Context: an optimization exercise on an open-source flow, tuned for small area, a short achievable clock period and few clock cycles per item. The choices shown serve that exercise and are no tape-out recipe.
At most, simulation tests tie the RTL to the original design; equivalence was not proved.
Power figures rest on the tool's default switching activity, not on a simulated workload.

== main ==
// div_unit
module div_unit
(
    input  logic        clk,
    input  logic        rst,
    input  logic        issue,           
    input  logic [2:0]  funct3,          
    input  logic [6:0]  opcode,
    input  logic [4:0]  rd,
    input  logic [5:0]  pd,
    input  logic [2:0]  rob_idx,
    input  logic [31:0] pc,
    input  logic [31:0] ps1_value,
    input  logic [31:0] ps2_value,
    output logic        ready,           
    input  logic        cdb_dequeue,     
    output logic        res_valid,
    output logic [4:0]  res_rd,
    output logic [5:0]  res_pd,
    output logic [2:0]  res_rob_idx,
    output logic [31:0] res_value,
    output logic [31:0] res_rs1_value,
    output logic [31:0] res_rs2_value,
    output logic [31:0] res_pc,
    output logic [31:0] res_pc_next,
    output logic [6:0]  res_opcode
);
function automatic logic [5:0] bitlen(input logic [31:0] x);
    bitlen = 6'd0;
    for (int i = 0; i < 32; i++)
        if (x[i]) bitlen = i + 1;
endfunction
function automatic logic [31:0] or_down(input logic [31:0] x);
    or_down = x;
    or_down = or_down | (or_down >> 1);
    or_down = or_down | (or_down >> 2);
    or_down = or_down | (or_down >> 4);
    or_down = or_down | (or_down >> 8);
    or_down = or_down | (or_down >> 16);
endfunction
function automatic logic [31:0] or_up(input logic [31:0] x);
    or_up = x << 1;
  ...
Size: roughly 2500 cells after synthesis, about 200 flip-flops, ~19000 um^2 of cells after synthesis.
Settings: LEC_CHECK=0, ABC_AREA=1, CAP_MARGIN=20, CORE_MARGIN=2, CORE_UTILIZATION=40, PLACE_DENSITY=0.6, SETUP_SLACK_MARGIN=1.0, SLEW_MARGIN=20; clock period 5.5 ns.
standard.sh (not shown) runs the stock make flow with config.mk's settings and CLKGATE_MAP_FILE= SYNTH_SCRIPT=/design/flow/synth_recipe.tcl, a recipe that flattens the netlist after the stock synthesis.
==> flow/flow/run.sh <==
#!/bin/bash
export BUFFER_PORTS_ARGS="-buffer_cell sky130_fd_sc_hd__buf_1"
bash standard.sh > standard.log 2>&1
Testbench counts of main, summed over its fixed seeds: cycles 17,896, ops 3,200.
[inputs] the feature branch vs main
- a change of CORE_UTILIZATION from 40 to 50
- a change of PLACE_DENSITY from 0.6 to 0.65
- an added GPL_ROUTABILITY_DRIVEN of 0
--- outcome ---
Delta (the feature branch minus main): global-route usage rose 5.1 points, relative contribution of combinational cells to total power fell 0.2 points, combinational-cell power consumption ~0 delta. There was hardly any difference in worst hold slack between main and the feature branch. Area added between synthesis and finish (the feature branch over main): decrease, 1.5 points. Comparing the feature branch and main, global-route track usage on met2 is higher on the feature branch. Comparing the feature branch against main, there is no change at all in sequential fraction of the synthesis area.


Starting RTL as in the previous note.
// div_unit
module div_unit
(
    input  logic        clk,
    input  logic        rst,
    input  logic        issue,           
    input  logic [2:0]  funct3,          
    input  logic [6:0]  opcode,
    input  logic [4:0]  rd,
    input  logic [5:0]  pd,
    input  logic [2:0]  rob_idx,
    input  logic [31:0] pc,
    input  logic [31:0] ps1_value,
    input  logic [31:0] ps2_value,
    output logic        ready,           
    input  logic        cdb_dequeue,     
    output logic        res_valid,
    output logic [4:0]  res_rd,
    output logic [5:0]  res_pd,
    output logic [2:0]  res_rob_idx,
    output logic [31:0] res_value,
    output logic [31:0] res_rs1_value,
    output logic [31:0] res_rs2_value,
    output logic [31:0] res_pc,
    output logic [31:0] res_pc_next,
    output logic [6:0]  res_opcode
);
function automatic logic [5:0] bitlen(input logic [31:0] x);
    bitlen = 6'd0;
    for (int i = 0; i < 32; i++)
        if (x[i]) bitlen = i + 1;
endfunction
function automatic logic [31:0] or_down(input logic [31:0] x);
    or_down = x;
    or_down = or_down | (or_down >> 1);
    or_down = or_down | (or_down >> 2);
    or_down = or_down | (or_down >> 4);
    or_down = or_down | (or_down >> 8);
    or_down = or_down | (or_down >> 16);
endfunction
function automatic logic [31:0] or_up(input logic [31:0] x);
    or_up = x << 1;
  ...
export LEC_CHECK = 0
export ABC_AREA = 1
export CAP_MARGIN = 20
export CORE_MARGIN = 2
export CORE_UTILIZATION = 40
export PLACE_DENSITY = 0.6
export SETUP_SLACK_MARGIN = 0.8
export SLEW_MARGIN = 20
create_clock -name core_clock -period 5.5 [get_ports {clk}]
Scripts as last shown in full above: flow/flow/run.sh
Testbench counts at the start, summed over its fixed seeds: cycles 17,896, ops 3,200.
Then changed:
- CORE_UTILIZATION: 40 -> 50
- PLACE_DENSITY: 0.6 -> 0.65
- SETUP_SLACK_MARGIN: 0.8 -> 1.0
Maximum frequency grows by 4.6%.
Die area shrinks by 20%.
Sequential share of layout area shrinks by 0.46 points.
Power grows by 0.61%.
Then changed:
- CORE_UTILIZATION: 50 -> 60
- PLACE_DENSITY: 0.65 -> 0.75
- worst setup slack loses 71 ps
- utilization rose by 12 points
- total power goes up by 1.0%


## run 1
div_unit, a different RTL version from the one above (not shown whole).
For scale: ~310 I/O pins, about 19,000 µm² of cells after synthesis.
export LEC_CHECK = 0
export ABC_AREA = 1
export CAP_MARGIN = 20
export CORE_MARGIN = 2
export CORE_UTILIZATION = 40
export CTS_BUF_LIST = sky130_fd_sc_hd__clkbuf_8 sky130_fd_sc_hd__clkbuf_16
export CTS_CLUSTER_SIZE = 30
export PLACE_DENSITY = 0.6
export SETUP_SLACK_MARGIN = 1.0
export SLEW_MARGIN = 20
create_clock -name core_clock -period 5.5 [get_ports {clk}]
Scripts as last shown in full above: flow/flow/run.sh
Run 1 ended with every stage complete and zero timing, DRC or antenna violations.
The following lists how run 4 was set up differently from run 1:
- CTS_BUF_LIST removed (was sky130_fd_sc_hd__clkbuf_8 sky130_fd_sc_hd__clkbuf_16)
- SETUP_SLACK_MARGIN changed from 1.0 to 2.0
- CTS_CLUSTER_SIZE removed (was 30)
Findings:
Run 4 | status: complete | timing, DRC, antenna: pass. Run 1 -> run 4: clock-buffer cell count increased by more than a quarter. Going from run 1 to run 4, wire length now sits higher, sequential share of layout area dropped 4.9 points, final weighted congestion in routability-driven placement now larger, achievable frequency went up, post-synthesis share of cell area spent on xor and xnor gates roughly the same. Going from run 1 to run 4, quantity of gates resized following cts went up by 540%, post-layout worst setup margin went up by 0.085 ns, count of plain and timing-repair buffers went up by about 54%, final instance count without filler cells went up by 257.
No run of this note included a check of the RTL's function; only the layout flow was run.

## port drivers added, routing unchanged
The results above use ideal ports. As a check the final layouts listed here were re-extracted and re-timed, cells and wires unchanged. Step 1, drivers: a clkbuf_16 drives clk and a buf_2 each remaining input, both assumed. Step 2 also shifts input and output timing later by t, the mid clock arrival at the registers, as if the neighbouring blocks saw the same clock. Slacks: no drivers / after step 1 / after step 2; pairs: no drivers / after step 1.
run | shift t [ns] | setup WS [ns] | worst setup path after step 2
main | 0.605 | 1.106 / 1.054 / 0.761 | input to register
the feature branch | 0.597 | 1.112 / 1.086 / 0.787 | input to register
the first run of note 2 | 0.601 | 0.952 / 0.899 / 0.636 | input to register
the second run of note 2 | 0.583 | 1.151 / 1.096 / 0.795 | input to register
the third run of note 2 | 0.591 | 1.080 / 1.025 / 0.821 | input to register
run 1 | 0.582 | 0.613 / 0.560 / 0.678 | register to register
run 4 | 0.597 | 0.698 / 0.640 / 0.780 | register to register
After both steps every run listed still meets setup and hold. For the second run of note 2, which loses most, drivers alone change the setup slack by -0.055 ns; drivers and shift together by -0.356 ns.
